This is an optimization exercise on Yosys and OpenROAD, whose aim is small area, a short achievable clock period and few clock cycles per item, not a production implementation.
Where RTL was checked, it was by simulation tests only, not by an equivalence proof against the original.
Power is estimated from default activity; no workload was simulated.

Setup of old:
// dma_top
module dma_top (
    input  wire        clk,
    input  wire        reset,
    input  wire        trigger,
    input  wire [4:0]  length,
    input  wire [31:0] source_address,
    input  wire [31:0] destination_address,
    output wire        done,
    output wire [31:0] ARADDR,
    output wire        ARVALID,
    input  wire        ARREADY,
    input  wire [31:0] RDATA,
    input  wire        RVALID,
    output wire        RREADY,
    output wire [31:0] AWADDR,
    output wire        AWVALID,
    input  wire        AWREADY,
    output wire [31:0] WDATA,
    output wire        WVALID,
    input  wire        WREADY,
    input  wire        BVALID,
    output wire        BREADY
);
clock: 3.5 ns
lec_check: 0
cap_margin: 20
core_margin: 2
core_utilization: 45
setup_slack_margin: 1.42
slew_margin: 20
standard.sh (not shown) runs the stock make flow with config.mk's settings and CLKGATE_MAP_FILE= SYNTH_SCRIPT=/design/flow/synth_recipe.tcl, a recipe that flattens the netlist after the stock synthesis.
==> flow/flow/run.sh <==
#!/bin/bash
# ORFS layout with two changes from the standard one:
#  - synthesis maps the logic with a plain delay-oriented ABC script (no
#    full/half-adder extraction, no ABC buffering or resizing); everything else
#    in synthesis, including the registers, is the standard synthesis;
#  - the port buffers are the smallest buffer cell.
set -euo pipefail
here=$(pwd)
rm -rf "$here/scripts_abc"
cp -r "$FLOW_HOME/scripts" "$here/scripts_abc"
printf '&get -n\n&st\n&dch\n&nf -p\n&put\n' > "$here/scripts_abc/abc_speed.script"
bash standard.sh "SCRIPTS_DIR=$here/scripts_abc" 'ADDER_MAP_FILE=' synth > synth.log 2>&1
bash standard.sh 'BUFFER_PORTS_ARGS=-buffer_cell sky130_fd_sc_hd__buf_1' 'SETUP_MOVE_SEQUENCE=unbuffer,sizeup,swap' finish > layout.log 2>&1
> inputs changed (old -> new)
Settings: swapping 1.42 for 1.3 in SETUP_SLACK_MARGIN.
### Flow results
old -> new: switching power decreased by a little under 10%
Per the comparison of new with old, total wirelength of the detailed-routed design grew by 68 um, instance count after placement with tap cells included saw little to no change, number of DRC markers in iteration 0 barely changed, least setup slack across all paths after layout decreased 0.089 ns.
Layout overhead on the synthesized area, old and new, lower one = new.
Comparing old and new, the lower insertion delay to the later sink of the worst-skew pair was measured on new.
No run of this note included a check of the RTL's function; only the layout flow was run.

---

Another version of the RTL of dma_top (not shown whole).
Size: ~28 flip-flops, ~210 I/O pins.
Settings: LEC_CHECK=0, CAP_MARGIN=20, CORE_MARGIN=2, CORE_UTILIZATION=45, SETUP_SLACK_MARGIN=1.4, SLEW_MARGIN=20; clock period 3.5 ns.
==> flow/flow/run.sh <==
#!/bin/bash
# ORFS layout with two changes from the standard one:
#  - synthesis maps the logic with a plain delay-oriented ABC script (no
#    full/half-adder extraction, no ABC buffering or resizing); everything else
#    in synthesis, including the registers, is the standard synthesis;
#  - the port buffers are the smallest buffer cell.
set -euo pipefail
here=$(pwd)
rm -rf "$here/scripts_abc"
cp -r "$FLOW_HOME/scripts" "$here/scripts_abc"
printf '&get -n\n&st\n&dch\n&nf -p\n&put\n' > "$here/scripts_abc/abc_speed.script"
bash standard.sh "SCRIPTS_DIR=$here/scripts_abc" 'ADDER_MAP_FILE=' synth > synth.log 2>&1
bash standard.sh 'BUFFER_PORTS_ARGS=-buffer_cell sky130_fd_sc_hd__buf_1' finish > layout.log 2>&1
Testbench counts at the start, summed over its fixed seeds: cycles 29,253, words 9,566.
Then changed:
==> flow/flow/run.sh (replaced) <==
#!/bin/bash
# Standard ORFS layout, with the port buffers made from the smallest buffer
# cell and the adders left to ABC (no full/half-adder cell extraction).
set -euo pipefail
bash standard.sh 'BUFFER_PORTS_ARGS=-buffer_cell sky130_fd_sc_hd__buf_1' 'ADDER_MAP_FILE=' finish > orfs_make.log 2>&1
- SETUP_SLACK_MARGIN: 1.4 -> default
Result: Final area came out higher by about 2.6%. Power came out lower by 6.8%. Final cell count came out higher by about 6%. Fmax came out lower by 12%. Count of clock-buffer cells in the layout stays the same. Utilization came out lower by 3.2 points. Die area came out higher by about 9%. Synthesized area came out higher by about 10%. Routed wire length came out lower by about 20%. Clock power came out lower by about 2%.
Then changed:
==> flow/flow/run.sh (replaced) <==
#!/bin/bash
# ORFS layout with two changes from the standard one:
#  - synthesis maps the logic with a plain delay-oriented ABC script (no
#    full/half-adder extraction, no ABC buffering or resizing); everything else
#    in synthesis, including the registers, is the standard synthesis;
#  - the port buffers are the smallest buffer cell.
set -euo pipefail
here=$(pwd)
rm -rf "$here/scripts_abc"
cp -r "$FLOW_HOME/scripts" "$here/scripts_abc"
printf '&get -n\n&st\n&dch\n&nf -p\n&put\n' > "$here/scripts_abc/abc_speed.script"
bash standard.sh "SCRIPTS_DIR=$here/scripts_abc" 'ADDER_MAP_FILE=' synth > synth.log 2>&1
bash standard.sh 'BUFFER_PORTS_ARGS=-buffer_cell sky130_fd_sc_hd__buf_1' finish > layout.log 2>&1
The changed run completed without violations.
Count of clock-buffer cells in the layout does not change.
Combinational power goes up by about 11%.
Die area is lower by 8.3%.
Maximum frequency rises by 7.9%.
Final cell count fell by 6.1%.
Critical path depth falls by 1.
Clock skew stays flat.
Routed wire length rose by 23%.
Total power goes up by about 4%.
Worst setup slack improved by 180 ps.
Worst hold slack is worse by 26 ps.

[static timing again, ports no longer ideal]
The flow's constraints put no driver on any port. The routed layouts listed below were extracted and timed again, unchanged, in two steps. Step 1 (the two cells are an assumption about what drives the block):
set clk [get_ports {clk}]
set_driving_cell -lib_cell sky130_fd_sc_hd__clkbuf_16 $clk
set_driving_cell -lib_cell sky130_fd_sc_hd__buf_2 [delete_from_list [all_inputs] $clk]
Step 2, shift: input delay + t, output delay - t, t = (earliest + latest rising clock arrival at the registers) / 2. This alone moves slack from input paths to output paths. Slacks: ideal ports / drivers / drivers and shift; pairs: ideal ports / drivers.
run | t, ns | setup slack, ns | worst setup path at the end | worst register clock-pin slew, ns | cell pins on the clock port's net
old | 0.303 | 1.459 / 1.434 / 1.275 | input to register | 0.10 / 0.10 | 1
new | 0.284 | 1.370 / 1.348 / 1.174 | input to register | 0.09 / 0.09 | 1
the first run of note 2 | 0.294 | 1.397 / 1.370 / 1.289 | input to register | 0.09 / 0.09 | 1
the second run of note 2 | 0.293 | 1.110 / 1.083 / 1.083 | input to output | 0.09 / 0.09 | 1
the third run of note 2 | 0.294 | 1.286 / 1.262 / 1.177 | input to register | 0.09 / 0.09 | 1
After both steps setup and hold are still met in every run listed. For new, which loses most, drivers alone change the setup slack by -0.022 ns; drivers and shift together by -0.196 ns.
